What follows belongs to an exercise in optimizing a design on an open flow for small area, a short achievable clock period and few clock cycles; a production flow would make more cautious choices. At most, simulation tests tie the RTL to the original design; equivalence was not proved. For runs 2 and 3, only the layout was checked, not whether the RTL still works. Power figures rest on the tool's default switching activity, not on a simulated workload.

File: flow/flow/run.sh
#!/bin/bash
# The standard layout with these changes:
#  - after the standard synthesis, its combinational logic is mapped again by
#    abc with an area-recovering script (flow/reabc.tcl, flow/area.abc); the
#    flip-flops, tie cells and adder cells stay as the standard synthesis made
#    them, with their names;
#  - plain buffers (instead of delay cells) on the ports;
#  - a clock tree without dummy loads.
set -euo pipefail
R="$PWD/orfs/results/${FLOW_PLATFORM}/coprocessador/base"
CTS='-sink_clustering_enable -repair_clock_nets -sink_clustering_size 30 -sink_clustering_max_diameter 80 -buf_list {sky130_fd_sc_hd__clkbuf_16} -dont_use_dummy_load'
ARGS=(SETUP_SLACK_MARGIN=15 'BUFFER_PORTS_ARGS=-buffer_cell sky130_fd_sc_hd__buf_4' "CTS_ARGS=$CTS")
bash standard.sh "${ARGS[@]}" "$R/1_2_yosys.v" > flow_synth.log 2>&1
cp "$R/1_2_yosys.v" "$R/1_2_yosys_standard.v"
REABC_LIB="${FLOW_HOME}/platforms/${FLOW_PLATFORM}/lib/sky130_fd_sc_hd__tt_025C_1v80.lib" \
REABC_IN="$R/1_2_yosys_standard.v" REABC_OUT="$R/1_2_yosys.v" REABC_TOP="$FLOW_TOP" \
REABC_SCRIPT="$PWD/flow/area.abc" \
  yosys -c flow/reabc.tcl > flow_reabc.log 2>&1
bash standard.sh "${ARGS[@]}" finish > flow_make.log 2>&1
File: flow/flow/area.abc
strash
&get -n
&dch -f
&nf -R 1000
&put
File: flow/flow/reabc.tcl
# Re-maps the combinational logic of the standard synthesis for area.
# The flip-flops (and tie cells) are kept as they are, with their names.
yosys -import
set lib $::env(REABC_LIB)
read_liberty -ignore_miss_func $lib
set keep {}
# flip-flops, tie cells and the standard synthesis's adder cells stay as they are
foreach c [list dfxtp_1 edfxtp_1 conb_1 fa_1 ha_1] { lappend keep sky130_fd_sc_hd__$c }
blackbox {*}$keep
read_verilog $::env(REABC_IN)
hierarchy -top $::env(REABC_TOP)
flatten
opt_clean -purge
# cell definitions (as black boxes) for the cells abc puts back
read_liberty -lib -nooverwrite $lib
abc -liberty $lib -script $::env(REABC_SCRIPT) -dont_use sky130_fd_sc_hd__fa_1 -dont_use sky130_fd_sc_hd__fa_2 -dont_use sky130_fd_sc_hd__fa_4 -dont_use sky130_fd_sc_hd__fah_1 -dont_use sky130_fd_sc_hd__fahcin_1 -dont_use sky130_fd_sc_hd__fahcon_1 -dont_use sky130_fd_sc_hd__ha_1 -dont_use sky130_fd_sc_hd__ha_2 -dont_use sky130_fd_sc_hd__ha_4 -dont_use sky130_fd_sc_hd__lpflow_bleeder_1 -dont_use sky130_fd_sc_hd__lpflow_clkbufkapwr_1 -dont_use sky130_fd_sc_hd__lpflow_clkbufkapwr_16 -dont_use sky130_fd_sc_hd__lpflow_clkbufkapwr_2 -dont_use sky130_fd_sc_hd__lpflow_clkbufkapwr_4 -dont_use sky130_fd_sc_hd__lpflow_clkbufkapwr_8 -dont_use sky130_fd_sc_hd__lpflow_clkinvkapwr_1 -dont_use sky130_fd_sc_hd__lpflow_clkinvkapwr_16 -dont_use sky130_fd_sc_hd__lpflow_clkinvkapwr_2 -dont_use sky130_fd_sc_hd__lpflow_clkinvkapwr_4 -dont_use sky130_fd_sc_hd__lpflow_clkinvkapwr_8 -dont_use sky130_fd_sc_hd__lpflow_decapkapwr_12 -dont_use sky130_fd_sc_hd__lpflow_decapkapwr_3 -dont_use sky130_fd_sc_hd__lpflow_decapkapwr_4 -dont_use sky130_fd_sc_hd__lpflow_decapkapwr_6 -dont_use sky130_fd_sc_hd__lpflow_decapkapwr_8 -dont_use sky130_fd_sc_hd__lpflow_inputiso0n_1 -dont_use sky130_fd_sc_hd__lpflow_inputiso0p_1 -dont_use sky130_fd_sc_hd__lpflow_inputiso1n_1 -dont_use sky130_fd_sc_hd__lpflow_inputiso1p_1 -dont_use sky130_fd_sc_hd__lpflow_inputisolatch_1 -dont_use sky130_fd_sc_hd__lpflow_isobufsrc_1 -dont_use sky130_fd_sc_hd__lpflow_isobufsrc_16 -dont_use sky130_fd_sc_hd__lpflow_isobufsrc_2 -dont_use sky130_fd_sc_hd__lpflow_isobufsrc_4 -dont_use sky130_fd_sc_hd__lpflow_isobufsrc_8 -dont_use sky130_fd_sc_hd__lpflow_isobufsrckapwr_16 -dont_use sky130_fd_sc_hd__lpflow_lsbuf_lh_hl_isowell_tap_1 -dont_use sky130_fd_sc_hd__lpflow_lsbuf_lh_hl_isowell_tap_2 -dont_use sky130_fd_sc_hd__lpflow_lsbuf_lh_hl_isowell_tap_4 -dont_use sky130_fd_sc_hd__lpflow_lsbuf_lh_isowell_4 -dont_use sky130_fd_sc_hd__lpflow_lsbuf_lh_isowell_tap_1 -dont_use sky130_fd_sc_hd__lpflow_lsbuf_lh_isowell_tap_2 -dont_use sky130_fd_sc_hd__lpflow_lsbuf_lh_isowell_tap_4 -dont_use sky130_fd_sc_hd__probe_p_8 -dont_use sky130_fd_sc_hd__probec_p_8 
opt_clean -purge
setundef -zero
splitnets
opt_clean -purge
hilomap -singleton -hicell sky130_fd_sc_hd__conb_1 HI -locell sky130_fd_sc_hd__conb_1 LO
insbuf -buf sky130_fd_sc_hd__buf_4 A X
check -assert
stat -liberty $lib
write_verilog -noattr -nohex -nodec $::env(REABC_OUT)
File: flow/standard.sh
#!/bin/bash
# synth_recipe.tcl (not shown) runs the flow's synth.tcl, then flattens the netlist and writes it again
# the make line also repeats each setting of config.mk as NAME=value (left out here)
make -C /OpenROAD-flow-scripts/flow DESIGN_CONFIG=/design/flow/config.mk WORK_HOME=/design/flow/orfs CLKGATE_MAP_FILE= SYNTH_SCRIPT=/design/flow/synth_recipe.tcl "${@:-finish}"
File: flow/config.mk
export PLATFORM = sky130hd
export DESIGN_NAME = coprocessador
export DESIGN_NICKNAME = coprocessador
export VERILOG_FILES = /design/flow/design.v
export SDC_FILE = /design/flow/constraint.sdc
export NUM_CORES = 8
export LEC_CHECK = 0
export CAP_MARGIN = 10
export CORE_MARGIN = 2
export CORE_UTILIZATION = 65
export CTS_BUF_LIST = sky130_fd_sc_hd__clkbuf_8 sky130_fd_sc_hd__clkbuf_16
export CTS_CLUSTER_DIAMETER = 60
export CTS_CLUSTER_SIZE = 30
export PLACE_DENSITY = 0.75
export SLEW_MARGIN = 10
File: flow/constraint.sdc
create_clock -name core_clock -period 20.0 [get_ports {clk}]
set_input_delay 4.0000 -clock core_clock [delete_from_list [all_inputs] [get_ports {clk}]]
set_output_delay 4.0000 -clock core_clock [all_outputs]
set_load 0.01 [all_outputs]
File: flow/design.v
module mul8bc2(a, b, p, ovf);
	input  [7:0] a, b;
	output [7:0] p;
	output ovf;
	wire t1 = a[0] & b[0];
	wire t2 = a[0] & b[1];
	wire t3 = a[0] & b[2];
	wire t4 = a[0] & b[3];
	wire t5 = a[0] & b[4];
	wire t6 = a[0] & b[5];
	wire t7 = a[0] & b[6];
	wire t8 = a[0] & b[7];
	wire t9 = a[1] & b[0];
	wire t10 = a[1] & b[1];
	wire t11 = a[1] & b[2];
	wire t12 = a[1] & b[3];
	wire t13 = a[1] & b[4];
	wire t14 = a[1] & b[5];
	wire t15 = a[1] & b[6];
	wire t16 = a[2] & b[0];
	wire t17 = a[2] & b[1];
	wire t18 = a[2] & b[2];
	wire t19 = a[2] & b[3];
	wire t20 = a[2] & b[4];
	wire t21 = a[2] & b[5];
	wire t22 = a[3] & b[0];
	wire t23 = a[3] & b[1];
	wire t24 = a[3] & b[2];
	wire t25 = a[3] & b[3];
	wire t26 = a[3] & b[4];
	wire t27 = a[4] & b[0];
	wire t28 = a[4] & b[1];
	wire t29 = a[4] & b[2];
	wire t30 = a[4] & b[3];
	wire t31 = a[5] & b[0];
	wire t32 = a[5] & b[1];
	wire t33 = a[5] & b[2];
	wire t34 = a[6] & b[0];
	wire t35 = a[6] & b[1];
	wire t36 = a[7] & b[0];
	wire t37 = t7 ^ t14;
	wire t38 = t7 & t14;
	wire t39 = t8 ^ t15 ^ t21;
	wire t40 = t26 ^ t30;
	wire t41 = t5 ^ t12;
	wire t42 = t5 & t12;
	wire t43 = t6 ^ t13 ^ t19;
	wire t44 = (t6 & t13) | (t6 & t19) | (t13 & t19);
	wire t45 = t24 ^ t28;
	wire t46 = t24 & t28;
	wire t47 = t20 ^ t25 ^ t29;
	wire t48 = (t20 & t25) | (t20 & t29) | (t25 & t29);
	wire t49 = t32 ^ t34 ^ t37;
	wire t50 = (t32 & t34) | (t32 & t37) | (t34 & t37);
	wire t51 = t33 ^ t35 ^ t36;
	wire t52 = t39 ^ t40 ^ t38;
	wire t53 = t4 ^ t11;
	wire t54 = t4 & t11;
	wire t55 = t18 ^ t23 ^ t27;
	wire t56 = (t18 & t23) | (t18 & t27) | (t23 & t27);
	wire t57 = t31 ^ t43 ^ t45;
	wire t58 = (t31 & t43) | (t31 & t45) | (t43 & t45);
	wire t59 = t47 ^ t49 ^ t44;
	wire t60 = (t47 & t49) | (t47 & t44) | (t49 & t44);
	wire t61 = t51 ^ t52 ^ t48;
	wire t62 = t3 ^ t10;
	wire t63 = t3 & t10;
	wire t64 = t17 ^ t22 ^ t53;
	wire t65 = (t17 & t22) | (t17 & t53) | (t22 & t53);
	wire t66 = t41 ^ t55 ^ t54;
	wire t67 = (t41 & t55) | (t41 & t54) | (t55 & t54);
	wire t68 = t42 ^ t57 ^ t56;
	wire t69 = (t42 & t57) | (t42 & t56) | (t57 & t56);
	wire t70 = t46 ^ t59 ^ t58;
	wire t71 = (t46 & t59) | (t46 & t58) | (t59 & t58);
	wire t72 = t50 ^ t61 ^ t60;
	wire [7:0] ra = {t72, t70, t68, t66, t64, t16, t2, t1};
	wire [7:0] rb = {t71, t69, t67, t65, t63, t62, t9, 1'b0};
	assign p = ra + rb;
	wire [6:0] da = a[7:1] ^ a[6:0];
	wire [6:0] db = b[7:1] ^ b[6:0];
	wire [8:0] ga, gb;
	genvar n;
	generate
		for (n = 0; n < 9; n = n + 1) begin : th
			if (n < 2) begin : lo
				assign ga[n] = 1'b1;
				assign gb[n] = 1'b1;
			end else begin : hi
				assign ga[n] = |da[6:n-2];
				assign gb[n] = |db[6:n-2];
			end
		end
	endgenerate
	wire [8:0] hb = gb & ~{1'b0, gb[8:1]};
	wire ge11 = |(hb[8:3] & {ga[3], ga[4], ga[5], ga[6], ga[7], ga[8]});
	wire ge10 = |(hb[8:2] & {ga[2], ga[3], ga[4], ga[5], ga[6], ga[7], ga[8]});
	wire ge9  = |(hb[8:1] & {ga[1], ga[2], ga[3], ga[4], ga[5], ga[6], ga[7], ga[8]});
	wire sgn = a[7] ^ b[7];
	assign ovf = ge11 | (ge10 & ((p[7] ^ sgn) | (p == 8'd0))) | (ge9 & ~sgn & (p == 8'h80));
endmodule
module coprocessador(
	instruction,
	clk,
	rst,
	wr,
	dataOut,
	incorrect_addr_flag,
	overflow_flag,
	done_flag
);
	input [17:0] instruction;
	input clk, rst, wr;
	output reg [7:0] dataOut;
	output reg incorrect_addr_flag;
	output overflow_flag;
	output done_flag;
	localparam NOP = 3'b000, LOAD = 3'b001, STORE = 3'b010, ADD = 3'b011,
	           SUB = 3'b100, MULE = 3'b101, MULM = 3'b110, RST = 3'b111;
	wire [2:0] opcode = instruction[2:0];
	wire [7:0] scal = instruction[10:3];    
	reg armed;         
	reg done;
	reg clr_pend;      
	reg czero;         
	reg ovf;
	wire start = armed & (opcode != NOP) & ~rst;
	wire op_in = (opcode == ADD) | (opcode == SUB) | (opcode == MULE) | (opcode == MULM);
	wire start_op = start & op_in;
	assign done_flag = done;
	assign overflow_flag = ovf;
	reg is_mulm, is_mule, is_add, is_sub;
	reg act1;                  
	reg [4:0] j1, k1;          
	reg [4:0] sb;              
	reg [7:0] xq [0:4];
	reg [7:0] yq;
	wire last1 = is_mulm ? (j1[4] & k1[4]) : j1[4];
	wire first1 = ~is_mulm | k1[0];
	wire [4:0] kn = is_mulm ? {k1[3:0], k1[4]} : 5'b00001;
	wire [4:0] jn = (is_mulm & ~k1[4]) ? j1 : {j1[3:0], j1[4]};
	always @(posedge clk) begin
		if (rst) begin
			armed <= 1'b1;
			done <= 1'b0;
			clr_pend <= 1'b0;
			act1 <= 1'b0;
		end else begin
			armed <= (opcode == NOP);
			clr_pend <= start & (opcode == RST);
			if (start) begin
				done <= ~op_in;
			end else if (act1 & last1) begin
				done <= 1'b1;
			end
			if (start_op) begin
				act1 <= 1'b1;
			end else if (last1) begin
				act1 <= 1'b0;
			end
		end
		if (~act1) begin
			is_mulm <= (opcode == MULM);
			is_mule <= (opcode == MULE);
			is_add <= (opcode == ADD);
			is_sub <= (opcode == SUB);
		end
		if (act1) begin
			j1 <= jn;
			k1 <= kn;
			sb <= (is_mulm & kn[4]) ? {jn[3:0], jn[4]} : jn;
		end else begin
			j1 <= 5'b00001;
			k1 <= 5'b00001;
			sb <= 5'b00001;
		end
	end
	wire ld_in = (opcode == LOAD);
	wire st_in = (opcode == STORE);
	wire bad_in = ld_in ? ((instruction[5:3] > 3'd4) | (instruction[8:6] > 3'd4)) :
	                      ((instruction[6:4] > 3'd4) | (instruction[9:7] > 3'd4));
	always @(posedge clk) begin
		incorrect_addr_flag <= ((ld_in | st_in) & bad_in) | ((opcode == NOP) & incorrect_addr_flag);
	end
	reg [7:0] A [0:4][0:4];
	reg [7:0] B [0:4][0:4];
	wire clear = rst | clr_pend;
	wire [7:0] wdata = instruction[17:10] & {8{~clear}};
	wire st_ok = st_in & wr;
	genvar r, c;
	generate
		for (r = 0; r < 5; r = r + 1) begin : gr
			for (c = 0; c < 5; c = c + 1) begin : gc
				wire hit = st_ok & (instruction[9:7] == r) & (instruction[6:4] == c);
				always @(posedge clk) begin
					if (clear | (hit & ~instruction[3])) A[r][c] <= wdata;
					if (clear | (hit & instruction[3])) B[r][c] <= wdata;
				end
			end
		end
	endgenerate
	reg [7:0] C [0:4][0:4];
	always @(posedge clk) begin
		if (rst | (start & (opcode == RST))) czero <= 1'b1;
		else if (act1) czero <= 1'b0;
	end
	wire [4:0] lrow, lcol;
	generate
		for (c = 0; c < 5; c = c + 1) begin : ld
			assign lrow[c] = (instruction[8:6] == c);
			assign lcol[c] = (instruction[5:3] == c);
		end
	endgenerate
	wire [4:0] lrowg = lrow & {5{ld_in & ~czero}};
	reg [7:0] lrowv [0:4];
	reg [7:0] lval;
	integer i, k;
	always @(*) begin
		lval = dataOut & {8{opcode == NOP}};
		for (i = 0; i < 5; i = i + 1) begin
			lrowv[i] = 8'd0;
			for (k = 0; k < 5; k = k + 1)
				lrowv[i] = lrowv[i] | (C[i][k] & {8{lcol[k]}});
			lval = lval | (lrowv[i] & {8{lrowg[i]}});
		end
	end
	always @(posedge clk) begin
		dataOut <= lval;
	end
	wire [4:0] sa = ~act1 ? 5'b00001 : is_mulm ? kn : jn;    
	reg [7:0] acol [0:4];
	reg [7:0] bcol [0:4];
	reg [7:0] bnext;
	always @(*) begin
		bnext = 8'd0;
		for (i = 0; i < 5; i = i + 1) begin
			acol[i] = 8'd0;
			bcol[i] = 8'd0;
			for (k = 0; k < 5; k = k + 1) begin
				acol[i] = acol[i] | (A[i][k] & {8{sa[k]}});
				bcol[i] = bcol[i] | (B[i][k] & {8{sb[k]}});
			end
			bnext = bnext | (bcol[i] & {8{k1[(i + 4) % 5]}});
		end
	end
	always @(posedge clk) begin
		for (i = 0; i < 5; i = i + 1) xq[i] <= acol[i];
		if (~act1)
			yq <= (opcode == MULM) ? B[0][0] : (opcode == MULE) ? scal : 8'd1;
		else
			yq <= is_mulm ? bnext : is_mule ? scal : 8'd1;
	end
	wire [4:0] mov;
	wire [7:0] prod [0:4];
	wire [4:0] aov;
	wire [4:0] b80;
	generate
		for (r = 0; r < 5; r = r + 1) begin : lane
			mul8bc2 m(xq[r], yq, prod[r], mov[r]);
			wire [7:0] left = is_mulm ? (first1 ? 8'd0 : C[r][4]) :
			                  is_add ? bcol[r] : is_sub ? ~bcol[r] : 8'd0;
			wire [7:0] sum = left + prod[r] + {7'd0, is_sub};
			assign aov[r] = (left[7] == prod[r][7]) & (sum[7] != left[7]);
			assign b80[r] = is_sub & (bcol[r] == 8'h80);
			always @(posedge clk) begin
				if (act1) begin
					if (first1) begin
						C[r][0] <= C[r][1];
						C[r][1] <= C[r][2];
						C[r][2] <= C[r][3];
						C[r][3] <= C[r][4];
					end
					C[r][4] <= sum;
				end
			end
		end
	endgenerate
	always @(posedge clk) begin
		if (start_op) ovf <= 1'b0;
		else if (act1) ovf <= ovf | (|mov) | (|aov) | (|b80);
	end
endmodule
==> impl_metrics.json, run 1 <==
{
  "outcome": "finished clean",
  "crit_buf_inv": 1,
  "powerDensity_nw_per_um2": 94.97,
  "maxSlewHeadroom": 0.2108,
  "n_antenna_cell": 0,
  "grt_pass1_wl_um": 132000,
  "cts_made_buffers": 30,
  "cts_tree": "yes",
  "antenna_found_initial": 1,
  "drt_iter0_drc": 3574,
  "io_buffers": 31,
  "leakagePower_nw": 12.61,
  "drive_above_1_share": 0.1064,
  "die-area_um2": 50730,
  "drc_errors": 0,
  "timing.fmax_mhz": 194.2,
  "rsz0062_at_grt": "yes",
  "grt_overflow": 0,
  "area_delta_synth_final_pct": 11.06,
  "die_h_um": 225.2,
  "fp.dieW_um": 225.2,
  "critical_path.slowest_cell": "dfxtp_4",
  "grt_util_all_layers": 0.3514,
  "vias": 22283,
  "h-tree-depth": 1,
  "ios": 32,
  "final.setup.tns_ns": 0,
  "finalHoldViolCount": 0,
  "grt_max_degree": 86,
  "crit_arrival_ns": 1.15,
  "synth_nets": 2637,
  "period_minus_slack_ns": 5.150,
  "wirelength_um": 89780,
  "cp-start-kind": "flop",
  "p_total_mw": 3.356,
  "grt_pass1_vias": 21304,
  "cts_buffer_depth": 3,
  "cts_root_buf": "clkbuf_16",
  "setup_viol": 0,
  "netlist_instances": 2466,
  "globalplace.congestion": 1.008,
  "drt-pass1-iter-count": 12,
  "fin_hold_ws_ns": 0.4214,
  "cp.required_ns": 16.00,
  "worst_pin_slew_ns": 1.184,
  "worstSetupPathType": "flop to output port",
  "start_util": 0.6540,
  "avgSynthCellArea_um2": 12.90,
  "crit_chain": "buf_6",
  "hold_class": "flop to flop",
  "hold_buffers": 0,
  "final_common_cell": "edfxtp_1",
  "worstPathMaxFanout": 2,
  "maxSlewViolCount": 0,
  "num_rows": 81,
  "fin_worst_skew_ns": 0.08288,
  "final_cell_mix": "604 x edfxtp_1, 296 x nand2_1, 156 x a22oi_1",
  "cap_violations": 0,
  "max_stage_delay_ns": 0.40,
  "place_hpwl_um": 55900,
  "wl_per_cell_um": 28.00,
  "cpLargestDelayFamily": "flip-flops",
  "coreArea_um2": 48650,
  "cts.sinks": 682,
  "finalCritPeriodShare": 0.2575,
  "ant_nets": 0,
  "yosys_warnings": 15,
  "final_util": 0.7263,
  "clk_latency_ns": 0.64,
  "nets": 2758,
  "netlist_area_um2": 31810,
  "endpoint_kind": "output port",
  "routed_via_density": 6.948,
  "vdd_drop_max_v": 0.0001015,
  "clkSlewWorstSetupHoldPaths_ns": 0.12,
  "nFillCells": 3123
}
## area by class of cell
cell class / count / area, um^2 / share of cell area
Clock buffer: 30 / 750.7 / 0.02125
Inverter: 130 / 501.7 / 0.01420
Multi-Input combinational cell: 1661 / 12660 / 0.3584
Sequential cell: 682 / 19730 / 0.5583
Tap cell: 622 / 778.2 / 0.02203
Timing Repair Buffer: 82 / 915.9 / 0.02592
## flip-flops by register name, indices dropped and copies added (netlist names), 5 cells and up
signal and cells:
j1 5, A 200, C 200, dataOut 8
sb 5, xq 40, yq 8, k1 5
B 200
## per-stage QoR
step	instance area [um^2]	instances	setup slack (ns)
3_3_place_gp	33330	3140	13.42
4_1_cts	35110	3200	14.85
5_1_grt	35330	3207	14.83
6_report	35330	3207	14.85
2_1_floorplan	32140	2466	14.39
3_5_place_dp	33330	3140	13.36
## repair_timing
action                                  CTS  global route
pin swaps                                16             5
endpoints found under the setup margin  820           335
gates cloned                             16             2
buffers inserted                         14             5
gates resized for setup                 157            30
hold endpoints to repair                  0             0
## final timing paths
path / from / end / slack [ns] / cells past startpoint
setup / recovery: done$_SDFFE_PP0P_ / done_flag / 14.85 / 1
hold / removal: C[7][0]$_DFFE_PP_ / C[6][0]$_DFFE_PP_ / 0.42 / 0
setup reg to reg: yq[5]$_DFF_P_ / ovf$_SDFFE_PP0P_ / 15.08 / 17
hold reg to reg: C[7][0]$_DFFE_PP_ / C[6][0]$_DFFE_PP_ / 0.42 / 0
## per-layer routing
layer  up-vias  track usage  wire length (um)
met3       222      0.06467             10300
li1       9660            -                 -
met1     10871       0.4761             33140
met5         -            0                 8
met2      1528       0.5734             42860
met4         2       0.1301              3475
## report_power, final
part / total (mW) / switching (mW) / leakage [nW] / internal (mW)
Sequential: 1.81 / 0.101 / 6.72 / 1.71
Clock: 0.674 / 0.406 / 0.370 / 0.268
Combinational: 0.867 / 0.540 / 5.52 / 0.328
Testbench counts, summed over its fixed seeds: cycles 27,000.
==> run 2, diff against run 1 <==
--- a/flow/design.v
+++ b/flow/design.v
@@ -3,78 +3,57 @@
 	output [7:0] p;
 	output ovf;
-	wire t1 = a[0] & b[0];
-	wire t2 = a[0] & b[1];
-	wire t3 = a[0] & b[2];
-	wire t4 = a[0] & b[3];
-	wire t5 = a[0] & b[4];
-	wire t6 = a[0] & b[5];
-	wire t7 = a[0] & b[6];
-	wire t8 = a[0] & b[7];
-	wire t9 = a[1] & b[0];
-	wire t10 = a[1] & b[1];
-	wire t11 = a[1] & b[2];
-	wire t12 = a[1] & b[3];
-	wire t13 = a[1] & b[4];
-	wire t14 = a[1] & b[5];
-	wire t15 = a[1] & b[6];
-	wire t16 = a[2] & b[0];
-	wire t17 = a[2] & b[1];
-	wire t18 = a[2] & b[2];
-	wire t19 = a[2] & b[3];
-	wire t20 = a[2] & b[4];
-	wire t21 = a[2] & b[5];
-	wire t22 = a[3] & b[0];
-	wire t23 = a[3] & b[1];
-	wire t24 = a[3] & b[2];
-	wire t25 = a[3] & b[3];
-	wire t26 = a[3] & b[4];
-	wire t27 = a[4] & b[0];
-	wire t28 = a[4] & b[1];
-	wire t29 = a[4] & b[2];
-	wire t30 = a[4] & b[3];
-	wire t31 = a[5] & b[0];
-	wire t32 = a[5] & b[1];
-	wire t33 = a[5] & b[2];
-	wire t34 = a[6] & b[0];
-	wire t35 = a[6] & b[1];
-	wire t36 = a[7] & b[0];
-	wire t37 = t7 ^ t14;
-	wire t38 = t7 & t14;
-	wire t39 = t8 ^ t15 ^ t21;
-	wire t40 = t26 ^ t30;
-	wire t41 = t5 ^ t12;
-	wire t42 = t5 & t12;
-	wire t43 = t6 ^ t13 ^ t19;
-	wire t44 = (t6 & t13) | (t6 & t19) | (t13 & t19);
-	wire t45 = t24 ^ t28;
-	wire t46 = t24 & t28;
-	wire t47 = t20 ^ t25 ^ t29;
-	wire t48 = (t20 & t25) | (t20 & t29) | (t25 & t29);
-	wire t49 = t32 ^ t34 ^ t37;
-	wire t50 = (t32 & t34) | (t32 & t37) | (t34 & t37);
-	wire t51 = t33 ^ t35 ^ t36;
-	wire t52 = t39 ^ t40 ^ t38;
-	wire t53 = t4 ^ t11;
-	wire t54 = t4 & t11;
-	wire t55 = t18 ^ t23 ^ t27;
-	wire t56 = (t18 & t23) | (t18 & t27) | (t23 & t27);
-	wire t57 = t31 ^ t43 ^ t45;
-	wire t58 = (t31 & t43) | (t31 & t45) | (t43 & t45);
-	wire t59 = t47 ^ t49 ^ t44;
-	wire t60 = (t47 & t49) | (t47 & t44) | (t49 & t44);
-	wire t61 = t51 ^ t52 ^ t48;
-	wire t62 = t3 ^ t10;
-	wire t63 = t3 & t10;
-	wire t64 = t17 ^ t22 ^ t53;
-	wire t65 = (t17 & t22) | (t17 & t53) | (t22 & t53);
-	wire t66 = t41 ^ t55 ^ t54;
-	wire t67 = (t41 & t55) | (t41 & t54) | (t55 & t54);
-	wire t68 = t42 ^ t57 ^ t56;
-	wire t69 = (t42 & t57) | (t42 & t56) | (t57 & t56);
-	wire t70 = t46 ^ t59 ^ t58;
-	wire t71 = (t46 & t59) | (t46 & t58) | (t59 & t58);
-	wire t72 = t50 ^ t61 ^ t60;
-	wire [7:0] ra = {t72, t70, t68, t66, t64, t16, t2, t1};
-	wire [7:0] rb = {t71, t69, t67, t65, t63, t62, t9, 1'b0};
+	wire [8:0] be = {b, 1'b0};
+	wire [3:0] bone, btwo, bneg;
+	genvar m;
+	generate
+		for (m = 0; m < 4; m = m + 1) begin : bd
+			assign bone[m] = be[2*m+1] ^ be[2*m];
+			assign btwo[m] = (be[2*m+2] & ~be[2*m+1] & ~be[2*m]) | (~be[2*m+2] & be[2*m+1] & be[2*m]);
+			assign bneg[m] = be[2*m+2];
+		end
+	endgenerate
+	wire t1 = ((bone[0] & a[0]) | (btwo[0] & 1'b0)) ^ bneg[0];
+	wire t2 = ((bone[0] & a[1]) | (btwo[0] & a[0])) ^ bneg[0];
+	wire t3 = ((bone[0] & a[2]) | (btwo[0] & a[1])) ^ bneg[0];
+	wire t4 = ((bone[0] & a[3]) | (btwo[0] & a[2])) ^ bneg[0];
+	wire t5 = ((bone[0] & a[4]) | (btwo[0] & a[3])) ^ bneg[0];
+	wire t6 = ((bone[0] & a[5]) | (btwo[0] & a[4])) ^ bneg[0];
+	wire t7 = ((bone[0] & a[6]) | (btwo[0] & a[5])) ^ bneg[0];
+	wire t8 = ((bone[0] & a[7]) | (btwo[0] & a[6])) ^ bneg[0];
+	wire t9 = ((bone[1] & a[0]) | (btwo[1] & 1'b0)) ^ bneg[1];
+	wire t10 = ((bone[1] & a[1]) | (btwo[1] & a[0])) ^ bneg[1];
+	wire t11 = ((bone[1] & a[2]) | (btwo[1] & a[1])) ^ bneg[1];
+	wire t12 = ((bone[1] & a[3]) | (btwo[1] & a[2])) ^ bneg[1];
+	wire t13 = ((bone[1] & a[4]) | (btwo[1] & a[3])) ^ bneg[1];
+	wire t14 = ((bone[1] & a[5]) | (btwo[1] & a[4])) ^ bneg[1];
+	wire t15 = ((bone[2] & a[0]) | (btwo[2] & 1'b0)) ^ bneg[2];
+	wire t16 = ((bone[2] & a[1]) | (btwo[2] & a[0])) ^ bneg[2];
+	wire t17 = ((bone[2] & a[2]) | (btwo[2] & a[1])) ^ bneg[2];
+	wire t18 = ((bone[2] & a[3]) | (btwo[2] & a[2])) ^ bneg[2];
+	wire t19 = ((bone[3] & a[0]) | (btwo[3] & 1'b0)) ^ bneg[3];
+	wire t20 = ((bone[3] & a[1]) | (btwo[3] & a[0])) ^ bneg[3];
+	wire t21 = t7 ^ t13;
+	wire t22 = t7 & t13;
+	wire t23 = t8 ^ t14;
+	wire t24 = t5 ^ t11;
+	wire t25 = t5 & t11;
+	wire t26 = t6 ^ t12;
+	wire t27 = t6 & t12;
+	wire t28 = t17 ^ t19 ^ bneg[3];
+	wire t29 = (t17 & t19) | (t17 & bneg[3]) | (t19 & bneg[3]);
+	wire t30 = t18 ^ t20 ^ t23;
+	wire t31 = t3 ^ t9;
+	wire t32 = t3 & t9;
+	wire t33 = t4 ^ t10;
+	wire t34 = t4 & t10;
+	wire t35 = t15 ^ bneg[2] ^ t24;
+	wire t36 = (t15 & bneg[2]) | (t15 & t24) | (bneg[2] & t24);
+	wire t37 = t16 ^ t26 ^ t25;
+	wire t38 = (t16 & t26) | (t16 & t25) | (t26 & t25);
+	wire t39 = t21 ^ t28 ^ t27;
+	wire t40 = (t21 & t28) | (t21 & t27) | (t28 & t27);
+	wire t41 = t22 ^ t30 ^ t29;
+	wire [7:0] ra = {t41, t39, t37, t35, t33, bneg[1], t2, t1};
+	wire [7:0] rb = {t40, t38, t36, t34, t32, t31, 1'b0, bneg[0]};
 	assign p = ra + rb;
 	wire [6:0] da = a[7:1] ^ a[6:0];
--- a/flow/flow/run.sh
+++ b/flow/flow/run.sh
@@ -9,5 +9,5 @@
 set -euo pipefail
 R="$PWD/orfs/results/${FLOW_PLATFORM}/coprocessador/base"
-CTS='-sink_clustering_enable -repair_clock_nets -sink_clustering_size 30 -sink_clustering_max_diameter 80 -buf_list {sky130_fd_sc_hd__clkbuf_16} -dont_use_dummy_load'
+CTS='-sink_clustering_enable -repair_clock_nets -sink_clustering_size 30 -sink_clustering_max_diameter 60 -buf_list {sky130_fd_sc_hd__clkbuf_8 sky130_fd_sc_hd__clkbuf_16} -dont_use_dummy_load'
 ARGS=(SETUP_SLACK_MARGIN=15 'BUFFER_PORTS_ARGS=-buffer_cell sky130_fd_sc_hd__buf_4' "CTS_ARGS=$CTS")
 bash standard.sh "${ARGS[@]}" "$R/1_2_yosys.v" > flow_synth.log 2>&1
==> run 2 against run 1 <==
Count of clock-buffer cells in the layout increased by 12. Cell area grew 2.2%. Setup slack better by 0.035 ns. Sequential power rose by 8%. Clock power grew about 20%. Fmax is 0.68% higher. Critical endpoint is now dataOut[4]. Largest power group unchanged. Highest routed layer unchanged.
==> impl_metrics.json, run 2 <==
{
  "endpoint_kind": "output port",
  "fin_worst_skew_ns": 0.07598,
  "crit_buf_inv": 1,
  "cts_made_buffers": 42,
  "r2r_slack_ns": 15.04,
  "hold_path_startpoint": "C[6][6]$_DFFE_PP_",
  "final_common_cell": "edfxtp_1",
  "cts_buffer_depth": 3,
  "top_regs": "A (200), B (200), C (200)",
  "drt_iter0_drc": 3920,
  "cp.required_ns": 16.00,
  "period_minus_slack_ns": 5.115,
  "dp_worst_setup_slack_ns": 13.43,
  "hold_class": "flop to flop",
  "nFillCells": 2924,
  "wirelength_um": 96530,
  "layoutNonFillerInstCount": 3210,
  "outcome": "finished clean",
  "coreArea_um2": 47750,
  "cp-start-kind": "flop",
  "timing.fmax_mhz": 195.5,
  "r2r_end": "ovf$_SDFFE_PP0P_",
  "fin_area_um2": 36120,
  "wl_per_cell_um": 30.07,
  "setup_ws_ns": 14.88,
  "grt_pass1_vias": 21697,
  "h-tree-depth": 2,
  "crit_chain": "buf_6",
  "synth_nets": 2564,
  "place_hpwl_um": 58130,
  "rr_worst_depth": 22,
  "avgSynthCellArea_um2": 12.99,
  "final_cell_mix": "604 x edfxtp_1, 225 x a22oi_1, 218 x nand2_1",
  "max_stage_delay_ns": 0.38,
  "crit_arrival_ns": 1.12,
  "ant_nets": 0,
  "finalHoldViolCount": 0,
  "nets": 2735,
  "hold_buffers": 0,
  "worstSetupPathType": "flop to output port",
  "worstPathMaxFanout": 2,
  "maxSlewHeadroom": 0.1683,
  "maxSlewViolCount": 0,
  "ff_latch_area_um2": 19740,
  "start_util": 0.6599,
  "setup_viol": 0,
  "fp.dieW_um": 224.2,
  "multi_input_area_um2": 12820,
  "num_rows": 80,
  "cts_root_buf": "clkbuf_16",
  "drt-pass1-iter-count": 10,
  "cap_violations": 0,
  "rsz0062_at_grt": "yes",
  "powerDensity_nw_per_um2": 122.7,
  "critical_path.slowest_cell": "dfxtp_2",
  "fin_hold_ws_ns": 0.4043,
  "clkSlewWorstSetupHoldPaths_ns": 0.11,
  "dpl_cell_area_um2": 33050,
  "cp.depth": 1,
  "antenna_found_initial": 2,
  "clk_latency_ns": 0.61,
  "netlist_area_um2": 31510,
  "globalplace.congestion": 0.9818,
  "grt_max_degree": 92,
  "drive_above_1_share": 0.1441,
  "grt_pass1_wl_um": 137500,
  "hold_path_depth": 0,
  "grt_util_all_layers": 0.3709,
  "io_buffers": 31,
  "cts_tree": "yes",
  "leakagePower_nw": 12.60,
  "timing.rr.start": "yq[2]$_DFF_P_",
  "yosys_warnings": 15,
  "netlist_instances": 2426,
  "place_inst": 3094,
  "die-area_um2": 50250,
  "final_util": 0.7565,
  "drc_errors": 0,
  "routed_via_density": 7.234,
  "area_delta_synth_final_pct": 14.63,
  "finalCritPeriodShare": 0.2558,
  "cpLargestDelayFamily": "flip-flops",
  "die_h_um": 224.2,
  "worst_pin_slew_ns": 1.239,
  "vdd_drop_max_v": 0.00009307,
  "vias": 23222,
  "n_antenna_cell": 0,
  "ios": 32,
  "final.setup.tns_ns": 0,
  "cts.sinks": 682,
  "grt_overflow": 0,
  "min_delay_worst_endpoint": "C[5][6]$_DFFE_PP_",
  "p_total_mw": 4.433
}
==> run 2: cell count changes in the layout (fill, tap and decap cells not counted), sizes merged, moves of 38 or more <==
cell    change
fa         -45
a22oi      +83
xnor2      +67
buf        +38
nand2      -77
clkinv     -59
and2       -99
==> run 2: metal layers <==
metal	up-vias	wire, um	GRT usage
met2	1722	44500	0.5768
met4	2	4690	0.1619
met5	-	13	0
li1	9964	-	-
met3	276	12010	0.08250
met1	11258	35310	0.5075
==> run 2: worst max path at each step <==
stage | start | to | slack (ns)
2_1_floorplan | rst | A[0][0]$_DFFE_PP_ | 14.36
3_5_place_dp | instruction[3] | B[13][0]$_DFFE_PP_ | 13.43
3_3_place_gp | instruction[3] | B[13][0]$_DFFE_PP_ | 13.44
5_1_grt | yq[2]$_DFF_P_ | ovf$_SDFFE_PP0P_ | 14.84
4_1_cts | yq[2]$_DFF_P_ | ovf$_SDFFE_PP0P_ | 14.87
6_report | dataOut[4]$_DFF_P_ | dataOut[4] | 14.88
==> run 2: where the power goes <==
group | total [mW] | switching (mW) | leakage [nW] | internal (mW)
logic | 1.67 | 0.994 | 5.43 | 0.672
clock network | 0.807 | 0.435 | 0.518 | 0.373
registers | 1.96 | 0.166 | 6.65 | 1.79
==> run 2: final cells by class <==
| cell class | count | share of cell area |
|---|---|---|
| multi-input cells | 1675 | 0.3549 |
| inverters | 74 | 0.008210 |
| clock buffers | 42 | 0.02910 |
| well taps | 615 | 0.02130 |
| flip-flops and latches | 682 | 0.5464 |
| repair buffers | 122 | 0.04005 |
==> run 2: what timing repair did <==
action	in CTS	in global routing
setup buffers	26	29
resized for setup	187	64
pin swaps	30	29
gates cloned	15	4
endpoints found under the setup margin	828	371
==> run 3, diff against run 2 <==
==> flow/flow/run.sh (replaced) <==
#!/bin/bash
# Standard layout (standard synthesis, standard steps), with timing repair
# aimed at a setup slack of SETUP_SLACK_MARGIN ns at the design's clock
# period, plain buffers (instead of delay cells) on the ports, and a clock
# tree without dummy loads.
set -euo pipefail
CTS='-sink_clustering_enable -repair_clock_nets -sink_clustering_size 30 -sink_clustering_max_diameter 60 -buf_list {sky130_fd_sc_hd__clkbuf_8 sky130_fd_sc_hd__clkbuf_16} -dont_use_dummy_load'
bash standard.sh SETUP_SLACK_MARGIN=15 'BUFFER_PORTS_ARGS=-buffer_cell sky130_fd_sc_hd__buf_4' "CTS_ARGS=$CTS" finish > flow_make.log 2>&1
removed: flow/flow/area.abc
removed: flow/flow/reabc.tcl
==> run 3 against run 2 <==
Register-to-register slack got worse by 0.04 ns. Fmax rose by 0.16%. Total power fell by 7.5%. Critical path depth did not move. Cell area rose by 2.2%. Combinational power fell by about 10%. Synthesized cell count rose by 6.1%. Clock skew rose by 0.057 ns. Sequential power fell by 7%. Count of clock-buffer cells in the layout fell by 3. Core utilization fell by 2.1 points. Still clean on timing, DRC and antenna.
==> impl_metrics.json, run 3 <==
{
  "power.internal_mw": 2.719,
  "rsz0062_at_grt": "yes",
  "cts_root_buf": "clkbuf_16",
  "globalplace.congestion": 0.9940,
  "io_buffers": 31,
  "clkSlewWorstSetupHoldPaths_ns": 0.11,
  "finalHoldViolCount": 0,
  "fin_hold_ws_ns": 0.4123,
  "start_util": 0.6581,
  "die_h_um": 229.4,
  "wl_per_cell_um": 29.10,
  "synth_seq_cells": 682,
  "vias": 23048,
  "final.setup.tns_ns": 0,
  "yosys.area.top_type": "edfxtp_1",
  "grt_util_all_layers": 0.3486,
  "area_delta_synth_final_pct": 11.78,
  "seq_power_share": 0.447,
  "p_total_mw": 4.098,
  "setup_viol": 0,
  "grt_max_degree": 69,
  "synth_nets": 2712,
  "hold_class": "flop to flop",
  "p_sw_mw": 1.379,
  "cp.required_ns": 16.00,
  "final_common_cell": "edfxtp_1",
  "nets": 2702,
  "timing.fmax_mhz": 195.8,
  "final_cell_mix": "604 x edfxtp_1, 216 x nand2_1, 167 x a22oi_1",
  "wl_met3_um": 10660,
  "setup_ws_ns": 14.89,
  "yosys_warnings": 15,
  "wirelength_um": 94100,
  "drt-pass1-iter-count": 13,
  "ys.flop_type": "edfxtp_1",
  "cts_made_buffers": 39,
  "hold_buffers": 0,
  "switching_share": 0.3365,
  "top_layer": "met4",
  "avgSynthCellArea_um2": 12.83,
  "grt_pass1_vias": 21785,
  "h-tree-depth": 2,
  "cts_tree": "yes",
  "outcome": "finished clean",
  "fp.dieW_um": 229.4,
  "dp_worst_setup_slack_ns": 13.11,
  "place_hpwl_um": 59150,
  "routed_via_density": 7.127,
  "worstSetupPathType": "flop to output port",
  "synth_top_cell_area_share": 0.5493,
  "worstPathMaxFanout": 2,
  "worst_pin_slew_ns": 1.046,
  "finalCritPeriodShare": 0.2554,
  "cts.sinks": 682,
  "synthArstFlopShare": 0,
  "grt_pass1_wl_um": 137000,
  "top_regs": "A (200), B (200), C (200)",
  "leakagePower_nw": 13.12,
  "maxSlewViolCount": 0,
  "drt_iter0_drc": 3958,
  "drive_above_1_share": 0.1483,
  "synth.top_cells.by_count": "604 x edfxtp_1, 230 x nand2_1, 169 x a22oi_1, 160 x xnor2_1, 154 x o21ai_0",
  "wl_met1_um": 36170,
  "cpLargestDelayFamily": "flip-flops",
  "die-area_um2": 52620,
  "yosysUniqueCellTypes": 77,
  "drc_errors": 0,
  "vdd_drop_max_v": 0.00009022,
  "grt_overflow": 0,
  "crit_buf_inv": 1,
  "cp-start-kind": "flop",
  "maxSlewHeadroom": 0.3024,
  "fin_worst_skew_ns": 0.1334,
  "n_antenna_cell": 0,
  "cap_violations": 0,
  "crit_arrival_ns": 1.11,
  "powerDensity_nw_per_um2": 111.0,
  "num_rows": 82,
  "crit_chain": "buf_6",
  "wl_met2_um": 43640,
  "antenna_found_initial": 0,
  "pwr-share-comb": 0.365,
  "critical_path.slowest_cell": "dfxtp_4",
  "max_stage_delay_ns": 0.42,
  "netlist_area_um2": 33020,
  "synth-edff-count": 604,
  "synth_area_leaders": "edfxtp_1 55%, dfxtp_1 4.7%, xnor2_1 4.2%, a22oi_1 3.8%, ha_1 3.7%",
  "netlist_instances": 2574,
  "synth_most_common_cell": "edfxtp_1",
  "cts_buffer_depth": 3,
  "p_clk_frac": 0.187,
  "clk_latency_ns": 0.64,
  "yosysSeqAreaShare": 0.5966,
  "ios": 32,
  "coreArea_um2": 50170,
  "ant_nets": 0,
  "period_minus_slack_ns": 5.107,
  "endpoint_kind": "output port"
}
-- run 3: cell type report --
cell class | instances | area, um^2
clock buffers | 39 | 975.9
fillers | 3108 | 13260
inverters | 86 | 325.3
multi-input cells | 1642 | 13520
flip-flops and latches | 682 | 19740
well taps | 672 | 840.8
repair buffers | 113 | 1504
-- run 3: worst paths after layout --
path / from / end / slack, ns / cells after the start
hold / removal: C[12][6]$_DFFE_PP_ / C[11][6]$_DFFE_PP_ / 0.41 / 0
setup / recovery: done$_SDFFE_PP0P_ / done_flag / 14.89 / 1
setup reg to reg: yq[3]$_DFF_P_ / ovf$_SDFFE_PP0P_ / 15.00 / 19
hold reg to reg: C[12][6]$_DFFE_PP_ / C[11][6]$_DFFE_PP_ / 0.41 / 0
-- run 3: per-layer routing --
metal / global-route usage / up-vias
li1: - / 9886
met1: 0.5022 / 11397
met2: 0.5466 / 1535
met3: 0.05179 / 230
met4: 0.1254 / 0
met5: 0 / -
-- run 3: power groups by stage --
stage	combinational, mW	sequential, mW	clock, mW
CTS	1.38	1.83	0.769
floorplan	1.02	1.79	0
detailed placement	1.32	1.86	0
global placement	1.28	1.85	0
finish	1.50	1.83	0.768
global route	1.61	1.84	0.816
-- run 3: per-stage QoR --
step | util | instances | cell area [um^2]
after floorplan | - | 2574 | 33580
after global placement | 0.6789 | 3131 | 34060
after detailed placement | 0.6789 | 3131 | 34060
after CTS | 0.7214 | 3211 | 36190
after global routing | 0.7356 | 3234 | 36910
final | 0.7356 | 3234 | 36910
-- run 3: timing repair --
item / in CTS / in global routing
endpoints found under the setup margin: 831 / 550
buffers inserted: 29 / 17
gates cloned: 12 / 6
gates resized for setup: 137 / 77
pin swaps: 30 / 30
-- run 3: cell families after synthesis --
kind of cell,Yosys count,synth area share
compound gates,684,0.1456
xor+xnor,193,0.05453
fa+ha+maj,117,0.04888
buf+inv,260,0.03013
flops,682,0.5966
mux,112,0.04892
simple gates,526,0.07533

==> static timing again, ports no longer ideal <==
No port has a modelled driver above. Below, the same layouts with a new extraction and two added sets of constraints.
Step 1 sets driving cells, clkbuf_16 on the clock port and buf_2 on the other inputs (assumed; they add their load-dependent delay and slew).
Step 2 moves the port delays by t, midway between the first and last clock arrival at a register: inputs arrive t later, outputs are due t later. That takes back most of the time a late clock gives input paths.
Three values: ideal, step 1, step 2; two values: the first two.
| run | t, ns | setup slack, ns | hold WS [ns] | slew at the worst register clock pin (ns) | worst slew at a driven data input, ns |
|---|---|---|---|---|---|
| run 1 | 0.657 | 14.850 / 14.793 / 14.357 | 0.421 / 0.421 / 0.421 | 0.12 / 0.12 | 0.05 |
| run 2 | 0.633 | 14.885 / 14.825 / 14.335 | 0.404 / 0.404 / 0.404 | 0.11 / 0.11 | 0.07 |
| run 3 | 0.633 | 14.893 / 14.830 / 14.202 | 0.412 / 0.412 / 0.412 | 0.11 / 0.11 | 0.27 |
After both steps setup and hold are still met in every run listed. For run 3, which loses most, drivers alone change the setup slack by -0.063 ns; drivers and shift together by -0.691 ns.
